Background: an optimization exercise with open tools, aiming at a short achievable clock period and few clock cycles. Do not read the settings as production practice. RTL that was checked went through simulation tests only; none was proved equivalent to the original. Power is estimated from default activity; no workload was simulated.

==> inputs of try-tundra <==
==> flow/design.v <==
`timescale 1ns / 1ps
module adder #(parameter N = 32)
              (input  logic [N-1:0] a, b,
               input  logic         cin,
               output logic [N-1:0] y);
  localparam int L = $clog2(N);
  logic [N-1:0] g [0:L];
  logic [N-1:0] p [0:L];
  logic [N-1:0] c;
  assign g[0] = a & b;
  assign p[0] = a ^ b;
  genvar k, i;
  generate
    for (k = 0; k < L; k++) begin : lvl
      for (i = 0; i < N; i++) begin : bit_
        if (i >= (1 << k)) begin : comb
          assign g[k+1][i] = g[k][i] | (p[k][i] & g[k][i - (1 << k)]);
          assign p[k+1][i] = p[k][i] & p[k][i - (1 << k)];
        end else begin : pass
          assign g[k+1][i] = g[k][i];
          assign p[k+1][i] = p[k][i];
        end
      end
    end
  endgenerate
  assign c[0] = cin;
  generate
    for (i = 1; i < N; i++) begin : carry
      assign c[i] = g[L][i-1] | (p[L][i-1] & cin);
    end
  endgenerate
  assign y = p[0] ^ c;
endmodule
`timescale 1ns / 1ps
module alu (input  logic [31:0] a, b,
            input  logic [3:0]  op,
            output logic [31:0] y);
  logic [31:0] sum;
  adder #(32) add (a, op[1] ? ~b : b, op[1], sum);
  assign y = op[2] ? (a & b) : op[3] ? (a | b) : sum;
endmodule
module alu_long (input  logic [31:0] a, b,
                 input  logic        sh,
                 output logic [31:0] y);
  logic        lt;
  logic [31:0] nb, gl, pl;
  assign nb = ~b;
  always_comb begin
    gl = a & nb;
    pl = a | nb;
    for (int d = 1; d < 32; d = d * 2)
      for (int k = 0; k < 32; k = k + 2 * d) begin
        gl[k+2*d-1] = gl[k+2*d-1] | (pl[k+2*d-1] & gl[k+d-1]);
        pl[k+2*d-1] = pl[k+2*d-1] & pl[k+d-1];
      end
  end
  assign lt = ~(gl[31] | pl[31]);
  assign y = sh ? ((b[31:5] != 27'd0) ? 32'd0 : (a >> b[4:0])) : {31'd0, lt};
endmodule
`timescale 1ns / 1ps
`timescale 1ns / 1ps
`timescale 1ns / 1ps
`timescale 1ns / 1ps
`timescale 1ns / 1ps
`timescale 1ns / 1ps
module pctarget (input  logic [29:0] pc1,
                 input  logic [15:0] imm,
                 output logic [29:0] y);
  logic [15:0] lo;
  logic [13:0] hi, hiP, hiM;
  logic        c16;
  assign hi = pc1[29:16];
  adder #(14) incr (hi, 14'd1, 1'b0, hiP);
  adder #(14) decr (hi, 14'h3FFF, 1'b0, hiM);
  adder #(16) low (pc1[15:0], imm, 1'b0, lo);
  assign c16 = (pc1[15] & imm[15]) | ((pc1[15] ^ imm[15]) & ~lo[15]);
  assign y = {(imm[15] == c16) ? hi : (c16 ? hiP : hiM), lo};
endmodule
`timescale 1ns / 1ps
module eq32 (input  logic [31:0] a, b,
             output logic        y);
  assign y = (a == b);
endmodule
`timescale 1ns / 1ps
module regfile (input  logic        clk, reset, we,
                input  logic [4:0]  ra1, ra2, ra3, wa,
                input  logic [31:0] wd,
                output logic [31:0] rd1, rd2, rd3);
  logic [31:0] rf [1:31];
  logic [31:1] valid;
  always_ff @(posedge clk, posedge reset)
    if (reset) valid <= '0;
    else if (we) valid[wa] <= 1'b1;
  always_ff @(posedge clk)
    if (we) rf[wa] <= wd;
  assign rd1 = (ra1 != 5'd0 && valid[ra1]) ? rf[ra1] : 32'd0;
  assign rd2 = (ra2 != 5'd0 && valid[ra2]) ? rf[ra2] : 32'd0;
  assign rd3 = (ra3 != 5'd0 && valid[ra3]) ? rf[ra3] : 32'd0;
endmodule
`timescale 1ns / 1ps
`timescale 1ns / 1ps
`timescale 1ns / 1ps
`timescale 1ns / 1ps
`timescale 1ns / 1ps
`timescale 1ns / 1ps
`timescale 1ns / 1ps
`timescale 1ns / 1ps
module top_mips (input  logic        clk, reset,
                 output logic [31:0] imem_addr,
                 input  logic [31:0] imem_rdata,
                 output logic [31:0] dmem_addr, dmem_wdata,
                 output logic        dmem_we,
                 input  logic [31:0] dmem_rdata);
  logic [29:0] pcF;              
  logic        validD, predD;
  logic [31:0] instrD;
  logic [29:0] altD;
  logic        regwriteE, isLoadE, isStoreE, isBeqE, isAddiE, isLongE, predE;
  logic [4:0]  destE;
  logic [5:0]  aluopE;           
  logic [29:0] altE;
  logic [31:0] opAE, opBE, opCE, sdE, negImmE;
  logic        fwdLAE, fwdLBE, fwdCME, fwdSME;
  logic        regwriteM, isLoadM, weM;
  logic [4:0]  destM;
  logic [31:0] aluOutM, cM, wdataM;
  logic        isLongM;
  logic [29:0] pc1F, targetF;
  logic        predF;
  adder #(30) pcinc (pcF, 30'd1, 1'b0, pc1F);
  pctarget tgt (pc1F, imem_rdata[15:0], targetF);
  assign predF = (imem_rdata[31:26] == 6'b000100) &
                 (imem_rdata[15] | (imem_rdata[25:21] == imem_rdata[20:16]));
  logic [5:0] opD, fD;
  logic [4:0] rsD, rtD, rdD, destD;
  logic isRD, isAccD, isAddiD, isLwD, isSwD, isBeqD, useImmD, isLongD, shLtD;
  logic regwriteD, useBD, stall, mispredictE, mispredictD, canResD, eqD;
  logic depA, depB, depC, depMA, depMB, depMC, ldE, fastE;
  logic [5:0] aluopD;
  logic [31:0] resultM, fastM, rfA, rfB, rfC, opAD, opBD, opCD, brAD, brBD, immD;
  assign opD = instrD[31:26];
  assign fD  = instrD[5:0];
  assign rsD = instrD[25:21];
  assign rtD = instrD[20:16];
  assign rdD = instrD[15:11];
  assign isRD    = validD & (opD == 6'b000000);
  assign isAccD  = validD & (opD == 6'b001100);
  assign isAddiD = validD & (opD == 6'b001000);
  assign isLwD   = validD & (opD == 6'b100011);
  assign isSwD   = validD & (opD == 6'b101011);
  assign isBeqD  = validD & (opD == 6'b000100);
  assign useImmD = isAddiD | isLwD | isSwD;
  assign immD    = {{16{instrD[15]}}, instrD[15:0]};
  assign destD     = (isRD | isAccD) ? rdD : rtD;
  assign regwriteD = (isRD | isAccD | isAddiD | isLwD) & (destD != 5'd0);
  assign useBD     = isRD | isAccD | isBeqD;
  always_comb begin
    aluopD = 6'b000001;
    if (isRD | isAccD)
      case (fD)
        6'b100010: aluopD = 6'b000010;
        6'b100100: aluopD = 6'b000100;
        6'b100101: aluopD = 6'b001000;
        6'b101010: aluopD = 6'b010000;
        6'b011110: aluopD = 6'b100000;
        default:   aluopD = 6'b000001;
      endcase
  end
  assign shLtD   = (isRD | isAccD) & (aluopD[4] | aluopD[5]);
  assign isLongD = isAccD | shLtD;
  logic [31:0] sumM;
  adder #(32) accadd (aluOutM, cM, 1'b0, sumM);
  assign fastM   = isLoadM ? dmem_rdata : aluOutM;
  assign resultM = isLoadM ? dmem_rdata : sumM;
  regfile rf (clk, reset, regwriteM, rsD, rtD, rdD, destM, resultM, rfA, rfB, rfC);
  assign depMA = regwriteM & (destM == rsD);
  assign depMB = regwriteM & (destM == rtD);
  assign depMC = regwriteM & (destM == rdD);
  assign opAD = depMA ? resultM : rfA;
  assign opBD = depMB ? resultM : rfB;
  assign opCD = depMC ? resultM : rfC;
  assign brAD = depMA ? fastM : rfA;
  assign brBD = depMB ? fastM : rfB;
  assign ldE   = isLoadE;
  assign fastE = ~isLoadE & ~isLongE;
  assign depA  = regwriteE & (destE == rsD);
  assign depB  = regwriteE & (destE == rtD);
  assign depC  = regwriteE & (destE == rdD);
  assign stall = (ldE & shLtD & (depA | depB)) |
                 (isLongE & ((validD & depA) | (useBD & depB)));
  logic [31:0] aE, bE;
  assign canResD = isBeqD & ~stall &
                   ((rsD == rtD) |
                    (~depA & ~depB & ~(isLongM & (depMA | depMB))) |
                    (isAddiE & depA & (rtD == 5'd0)));
  logic eqAddiD, eqRegD;
  eq32 eqa (aE, negImmE, eqAddiD);
  eq32 eqr (brAD, brBD, eqRegD);
  assign eqD = (rsD == rtD) ? 1'b1 : depA ? eqAddiD : eqRegD;
  assign mispredictD = canResD & (eqD ^ predD);
  logic [31:0] fastE_res, fullE, wdataE;
  logic        eqE;
  assign aE = fwdLAE ? dmem_rdata : opAE;
  assign bE = fwdLBE ? dmem_rdata : opBE;
  logic [31:0] longE;
  alu      exf (aE, bE, aluopE[3:0], fastE_res);
  alu_long exl (opAE, opBE, aluopE[5], longE);
  assign fullE = (aluopE[4] | aluopE[5]) ? longE : fastE_res;
  eq32 eqe (aE, bE, eqE);
  assign mispredictE = isBeqE & (eqE ^ predE);
  always_ff @(posedge clk, posedge reset)
    if (reset) pcF <= 30'd0;
    else if (mispredictE) pcF <= altE;
    else if (mispredictD) pcF <= altD;
    else if (!stall) pcF <= predF ? targetF : pc1F;
  always_ff @(posedge clk, posedge reset)
    if (reset) validD <= 1'b0;
    else if (mispredictE | mispredictD) validD <= 1'b0;
    else if (!stall) validD <= 1'b1;
  always_ff @(posedge clk)
    if (!stall) begin
      instrD <= imem_rdata;
      predD  <= predF;
      altD   <= predF ? pc1F : targetF;
    end
  always_ff @(posedge clk, posedge reset)
    if (reset) begin
      regwriteE <= 1'b0;
      isLoadE   <= 1'b0;
      isStoreE  <= 1'b0;
      isBeqE    <= 1'b0;
      isAddiE   <= 1'b0;
      isLongE   <= 1'b0;
    end else if (mispredictE | stall) begin
      regwriteE <= 1'b0;
      isLoadE   <= 1'b0;
      isStoreE  <= 1'b0;
      isBeqE    <= 1'b0;
      isAddiE   <= 1'b0;
      isLongE   <= 1'b0;
    end else begin
      regwriteE <= regwriteD;
      isLoadE   <= isLwD;
      isStoreE  <= isSwD;
      isBeqE    <= isBeqD & ~canResD;
      isAddiE   <= isAddiD;
      isLongE   <= isLongD;
    end
  always_ff @(posedge clk) begin
    destE   <= destD;
    aluopE  <= aluopD;
    predE   <= predD;
    altE    <= altD;
    opAE    <= (depA & fastE) ? fastE_res : opAD;
    opBE    <= useImmD ? immD : ((depB & fastE) ? fastE_res : opBD);
    opCE    <= ~isAccD ? 32'd0 : ((depC & fastE) ? fastE_res : opCD);
    sdE     <= (depB & fastE) ? fastE_res : opBD;
    negImmE <= -immD;
    fwdLAE  <= depA & ldE;
    fwdLBE  <= depB & ldE & ~useImmD;
    fwdCME  <= depC & ~fastE & isAccD;
    fwdSME  <= depB & ~fastE;
  end
  always_ff @(posedge clk, posedge reset)
    if (reset) begin
      regwriteM <= 1'b0;
      isLoadM   <= 1'b0;
      isLongM   <= 1'b0;
      weM       <= 1'b0;
    end else begin
      regwriteM <= regwriteE;
      isLoadM   <= isLoadE;
      isLongM   <= isLongE;
      weM       <= isStoreE;
    end
  always_ff @(posedge clk) begin
    destM   <= destE;
    aluOutM <= fullE;
    cM      <= fwdCME ? resultM : opCE;
    wdataM  <= fwdSME ? resultM : sdE;
  end
  assign imem_addr  = {pcF, 2'b00};
  assign dmem_addr  = aluOutM;
  assign dmem_wdata = wdataM;
  assign dmem_we    = weM;
endmodule
==> flow/flow/run.sh <==
#!/bin/bash
set -u
cp standard.sh standard_sh.txt
export SETUP_SLACK_MARGIN=${SETUP_SLACK_MARGIN_OVERRIDE:-6.5}
bash standard.sh synth > synth.log 2>&1 || exit 1
bash standard.sh finish > layout.log 2>&1 || exit 1
==> flow/standard.sh <==
#!/bin/bash
# synth_recipe.tcl (not shown) runs the flow's synth.tcl, then flattens the netlist and writes it again
# the make line also repeats each setting of config.mk as NAME=value (left out here)
make -C /OpenROAD-flow-scripts/flow DESIGN_CONFIG=/design/flow/config.mk WORK_HOME=/design/flow/orfs CLKGATE_MAP_FILE= SYNTH_SCRIPT=/design/flow/synth_recipe.tcl "${@:-finish}"
==> flow/config.mk <==
export PLATFORM = sky130hd
export DESIGN_NAME = top_mips
export DESIGN_NICKNAME = top_mips
export VERILOG_FILES = /design/flow/design.v
export SDC_FILE = /design/flow/constraint.sdc
export NUM_CORES = 4
export LEC_CHECK = 0
export CAP_MARGIN = 20
export CORE_MARGIN = 2
export CORE_UTILIZATION = 40
export SLEW_MARGIN = 20
export SYNTH_HIERARCHICAL = 1
==> flow/constraint.sdc <==
create_clock -name core_clock -period 10.0 [get_ports {clk}]
set_input_delay 2.0000 -clock core_clock [delete_from_list [all_inputs] [get_ports {clk}]]
set_output_delay 2.0000 -clock core_clock [all_outputs]
set_load 0.01 [all_outputs]
==> try-harbor (differences from try-tundra) <==
==> flow/design.v, changed modules only <==
module adder #(parameter N = 32)
              (input  logic [N-1:0] a, b,
               input  logic         cin,
               output logic [N-1:0] y);
  localparam int L = (N <= 2) ? 1 : (N <= 4) ? 2 : (N <= 8) ? 3 : (N <= 16) ? 4 : (N <= 32) ? 5 : 6;
  logic [N-1:0] g [0:L];
  logic [N-1:0] p [0:L];
  logic [N-1:0] c;
  assign g[0] = a & b;
  assign p[0] = a ^ b;
  genvar k, i;
  generate
    for (k = 0; k < L; k++) begin : lvl
      for (i = 0; i < N; i++) begin : bit_
        if (i >= (1 << k)) begin : comb
          assign g[k+1][i] = g[k][i] | (p[k][i] & g[k][i - (1 << k)]);
          assign p[k+1][i] = p[k][i] & p[k][i - (1 << k)];
        end else begin : pass
          assign g[k+1][i] = g[k][i];
          assign p[k+1][i] = p[k][i];
        end
      end
    end
  endgenerate
  assign c[0] = cin;
  generate
    for (i = 1; i < N; i++) begin : carry
      assign c[i] = g[L][i-1] | (p[L][i-1] & cin);
    end
  endgenerate
  assign y = p[0] ^ c;
endmodule
module pctarget (input  logic [29:0] pc,
                 input  logic [15:0] imm,
                 output logic [29:0] y);
  logic [15:0] lo;
  logic [13:0] hi, hiP, hiM;
  logic        c16;
  assign hi = pc[29:16];
  adder #(14) incr (hi, 14'd1, 1'b0, hiP);
  adder #(14) decr (hi, 14'h3FFF, 1'b0, hiM);
  adder #(16) low (pc[15:0], imm, 1'b1, lo);
  assign c16 = (pc[15] & imm[15]) | ((pc[15] ^ imm[15]) & ~lo[15]);
  assign y = {(imm[15] == c16) ? hi : (c16 ? hiP : hiM), lo};
endmodule
module nextpc (input  logic        isBeqE, predE, eqE,
               input  logic        canResD, predD, rsEqRtD, eqAddiD,
               input  logic        stall, predF,
               input  logic [29:0] altE, altD, pc, target, pc1,
               output logic        mispE, mispD,
               output logic [29:0] y);
  assign mispE = isBeqE & (eqE ^ predE);
  assign mispD = canResD & ((rsEqRtD | eqAddiD) ^ predD);
  assign y = mispE ? altE :
             mispD ? altD :
             stall ? pc   :
             predF ? target : pc1;
endmodule
module exfwd (input  logic [31:0] opA, opB,
              input  logic [3:0]  op,           
              input  logic [31:0] negImm,
              input  logic [31:0] dA, dB, dC, dImm,
              input  logic        fA, fB, fC, useImm, isAcc,
              output logic [31:0] a, fast,
              output logic        eq, eqNegImm,
              output logic [31:0] nA, nB, nC, nSD);
  logic [31:0] b, bx, g, p, gn, pn, c, sum;
  assign a  = opA;
  assign b  = opB;
  assign bx = op[1] ? ~b : b;
  always_comb begin
    g = a & bx;
    p = a ^ bx;
    for (int d = 1; d < 32; d = d * 2) begin
      gn = g;
      pn = p;
      for (int i = d; i < 32; i++) begin
        gn[i] = g[i] | (p[i] & g[i-d]);
        pn[i] = p[i] & p[i-d];
      end
      g = gn;
      p = pn;
    end
    c[0] = op[1];
    for (int i = 1; i < 32; i++) c[i] = g[i-1] | (p[i-1] & op[1]);
  end
  assign sum = a ^ bx ^ c;
  assign fast = op[2] ? (a & b) : op[3] ? (a | b) : sum;
  assign eq       = (a == b);
  assign eqNegImm = (a == negImm);
  assign nA  = fA ? fast : dA;
  assign nB  = useImm ? dImm : (fB ? fast : dB);
  assign nC  = ~isAcc ? 32'd0 : (fC ? fast : dC);
  assign nSD = fB ? fast : dB;
endmodule
module top_mips (input  logic        clk, reset,
                 output logic [31:0] imem_addr,
                 input  logic [31:0] imem_rdata,
                 output logic [31:0] dmem_addr, dmem_wdata,
                 output logic        dmem_we,
                 input  logic [31:0] dmem_rdata);
  logic [29:0] pcF;              
  logic [29:0] pcOut;            
  logic [29:0] pcNext;
  logic        validD, predD;
  logic [31:0] instrD;
  logic [29:0] altD;
  logic        regwriteE, isLoadE, isStoreE, isBeqE, isAddiE, isLongE, predE;
  logic [4:0]  destE;
  logic [5:0]  aluopE;           
  logic [29:0] altE;
  logic [31:0] opAE, opBE, opCE, sdE, negImmE;
  logic        fwdCME, fwdSME;
  logic        regwriteM, isLoadM, weM;
  logic [4:0]  destM;
  logic [31:0] aluOutM, addrM, cM, wdataM;
  logic [29:0] pc1F, targetF;
  logic        predF;
  adder #(30) pcinc (pcF, 30'd1, 1'b0, pc1F);
  pctarget tgt (pcF, imem_rdata[15:0], targetF);
  assign predF = (imem_rdata[31:26] == 6'b000100) &
                 (imem_rdata[15] | (imem_rdata[25:21] == imem_rdata[20:16]));
  logic [5:0] opD, fD;
  logic [4:0] rsD, rtD, rdD, destD;
  logic isRD, isAccD, isAddiD, isLwD, isSwD, isBeqD, useImmD, isLongD, shLtD;
  logic regwriteD, useBD, stall, mispredictE, mispredictD, canResD;
  logic depA, depB, depC, depMA, depMB, depMC, ldE, fastE;
  logic [5:0] aluopD;
  logic [31:0] resultM, rfA, rfB, rfC, opAD, opBD, opCD, immD;
  assign opD = instrD[31:26];
  assign fD  = instrD[5:0];
  assign rsD = instrD[25:21];
  assign rtD = instrD[20:16];
  assign rdD = instrD[15:11];
  assign isRD    = validD & (opD == 6'b000000);
  assign isAccD  = validD & (opD == 6'b001100);
  assign isAddiD = validD & (opD == 6'b001000);
  assign isLwD   = validD & (opD == 6'b100011);
  assign isSwD   = validD & (opD == 6'b101011);
  assign isBeqD  = validD & (opD == 6'b000100);
  assign useImmD = isAddiD | isLwD | isSwD;
  assign immD    = {{16{instrD[15]}}, instrD[15:0]};
  assign destD     = (isRD | isAccD) ? rdD : rtD;
  assign regwriteD = (isRD | isAccD | isAddiD | isLwD) & (destD != 5'd0);
  assign useBD     = isRD | isAccD | isBeqD;
  always_comb begin
    aluopD = 6'b000001;
    if (isRD | isAccD)
      case (fD)
        6'b100010: aluopD = 6'b000010;
        6'b100100: aluopD = 6'b000100;
        6'b100101: aluopD = 6'b001000;
        6'b101010: aluopD = 6'b010000;
        6'b011110: aluopD = 6'b100000;
        default:   aluopD = 6'b000001;
      endcase
  end
  assign shLtD   = (isRD | isAccD) & (aluopD[4] | aluopD[5]);
  assign isLongD = isAccD | shLtD;
  logic [31:0] sumM;
  adder #(32) accadd (aluOutM, cM, 1'b0, sumM);
  assign resultM = isLoadM ? dmem_rdata : sumM;
  regfile rf (clk, reset, regwriteM, rsD, rtD, rdD, destM, resultM, rfA, rfB, rfC);
  assign depMA = regwriteM & (destM == rsD);
  assign depMB = regwriteM & (destM == rtD);
  assign depMC = regwriteM & (destM == rdD);
  assign opAD = depMA ? resultM : rfA;
  assign opBD = depMB ? resultM : rfB;
  assign opCD = depMC ? resultM : rfC;
  assign ldE   = isLoadE;
  assign fastE = ~isLoadE & ~isLongE;
  assign depA  = regwriteE & (destE == rsD);
  assign depB  = regwriteE & (destE == rtD);
  assign depC  = regwriteE & (destE == rdD);
  assign stall = (ldE | isLongE) & ((validD & depA) | (useBD & depB));
  logic [31:0] aE, nA, nB, nC, nSD;
  logic        eqAddiD;
  assign canResD = isBeqD & ~stall &
                   ((rsD == rtD) | (isAddiE & depA & (rtD == 5'd0)));
  logic [31:0] fastE_res, fullE, longE;
  logic        eqE;
  exfwd    exf (opAE, opBE, aluopE[3:0], negImmE,
                opAD, opBD, opCD, immD, depA & fastE, depB & fastE, depC & fastE,
                useImmD, isAccD,
                aE, fastE_res, eqE, eqAddiD, nA, nB, nC, nSD);
  alu_long exl (opAE, opBE, aluopE[5], longE);
  assign fullE = (aluopE[4] | aluopE[5]) ? longE : fastE_res;
  nextpc npc (isBeqE, predE, eqE, canResD, predD, rsD == rtD, eqAddiD,
              stall, predF, altE, altD, pcF, targetF, pc1F,
              mispredictE, mispredictD, pcNext);
  always_ff @(posedge clk, posedge reset)
    if (reset) pcF <= 30'd0;
    else pcF <= pcNext;
  always_ff @(posedge clk)
    pcOut <= reset ? 30'd0 : pcNext;
  always_ff @(posedge clk, posedge reset)
    if (reset) validD <= 1'b0;
    else if (mispredictE | mispredictD) validD <= 1'b0;
    else if (!stall) validD <= 1'b1;
  always_ff @(posedge clk)
    if (!stall) begin
      instrD <= imem_rdata;
      predD  <= predF;
      altD   <= predF ? pc1F : targetF;
    end
  always_ff @(posedge clk, posedge reset)
    if (reset) begin
      regwriteE <= 1'b0;
      isLoadE   <= 1'b0;
      isStoreE  <= 1'b0;
      isBeqE    <= 1'b0;
      isAddiE   <= 1'b0;
      isLongE   <= 1'b0;
    end else if (mispredictE | stall) begin
      regwriteE <= 1'b0;
      isLoadE   <= 1'b0;
      isStoreE  <= 1'b0;
      isBeqE    <= 1'b0;
      isAddiE   <= 1'b0;
      isLongE   <= 1'b0;
    end else begin
      regwriteE <= regwriteD;
      isLoadE   <= isLwD;
      isStoreE  <= isSwD;
      isBeqE    <= isBeqD & ~canResD;
      isAddiE   <= isAddiD;
      isLongE   <= isLongD;
    end
  always_ff @(posedge clk) begin
    destE   <= destD;
    aluopE  <= aluopD;
    predE   <= predD;
    altE    <= altD;
    opAE    <= nA;
    opBE    <= nB;
    opCE    <= nC;
    sdE     <= nSD;
    negImmE <= -immD;
    fwdCME  <= depC & ~fastE & isAccD;
    fwdSME  <= depB & ~fastE;
  end
  always_ff @(posedge clk, posedge reset)
    if (reset) begin
      regwriteM <= 1'b0;
      isLoadM   <= 1'b0;
    end else begin
      regwriteM <= regwriteE;
      isLoadM   <= isLoadE;
    end
  always_ff @(posedge clk) begin
    destM   <= destE;
    aluOutM <= fullE;
    addrM   <= fastE_res;
    weM     <= isStoreE;
    cM      <= fwdCME ? resultM : opCE;
    wdataM  <= fwdSME ? resultM : sdE;
  end
  assign imem_addr  = {pcOut, 2'b00};
  assign dmem_addr  = addrM;
  assign dmem_wdata = wdataM;
  assign dmem_we    = weM;
endmodule
==> notes.md <==
item                                                                       try-harbor               try-tundra
Result of the run                                             complete, no violations  complete, no violations
Sequential standard cell area                                             0.0408 mm^2              0.0398 mm^2
Filler cell count                                                               18600                    18300
Overall via count from detail_route                                             69700                    71000
Post-Route Hold Slack                                                          345 ps                   363 ps
Worst path bufs/invs                                                                3                        4
Launching point of the worst reg2reg path                                 aluOutM[10]               instrD[21]
Met2 track demand over resource in global routing                               0.458                    0.487
Chip width                                                                     469 um                   469 um
Global router's overall resource usage                                          0.314                    0.330
Kind of critical path                                                          in2reg                  reg2reg
Post-Place Setup Slack                                                        4420 ps                  3040 ps
Total Wirelength                                                               363 mm                   376 mm
Cell at the slowest stage of the critical path                                a221o_1                a2111oi_0
Sequential cell area share                                                      0.391                    0.373
Fraction of power consumed by sequential logic                                  0.395                    0.329
Endpoint of the worst hold path                                                   weM                  altE[5]
Number of ordinary and repair buffers in the finished layout                      669                      784
First-pass DRT Iterations                                                           6                        9
Multi-input combinational cell area                                       0.0461 mm^2              0.0486 mm^2
Transition time at the pin with the least slew margin                         1110 ps                  1210 ps
Worst-Skew Late Latency                                                        860 ps                   880 ps
WP data arrival                                                               4920 ps                  6120 ps
# Post-CTS Setup Buffers                                                          140                      299
Instance area at placement                                                0.0919 mm^2              0.0921 mm^2
Count of flip-flops and latches                                                  1492                     1433
Maximum fanout along the worst path                                                 6                       71
Testbench counts of try-harbor, summed over its fixed seeds: cycles 60,268.
Only the layout flow was run in try-tundra; the RTL was not checked for function there.

-- re-timing with driven ports --
How much do the figures lean on ideal ports? The routed layouts below were timed once more, with nothing changed but the port constraints.
Step 1: set_driving_cell puts a clkbuf_16 on clk and a buf_2 on each other input, an assumption about the parent block.
Step 2, shift: input delay + t, output delay - t, t = (earliest + latest rising clock arrival at the registers) / 2. This alone moves slack from input paths to output paths.
Three values: ideal, step 1, step 2; two values: the first two.
| run | t, ns | setup slack, ns | clock arrival spread, ns | worst slew at a driven data input, ns | cell pins on the clock port's net |
|---|---|---|---|---|---|
| try-tundra | 0.941 | 4.629 / 4.629 / 4.264 | 0.039 / 0.040 | 0.11 | 1 |
| try-harbor | 0.942 | 5.849 / 5.920 / 4.979 | 0.040 / 0.039 | 0.05 | 1 |
After both steps setup and hold are still met in every run listed. For try-harbor, which loses most, drivers alone change the setup slack by +0.071 ns; drivers and shift together by -0.870 ns.
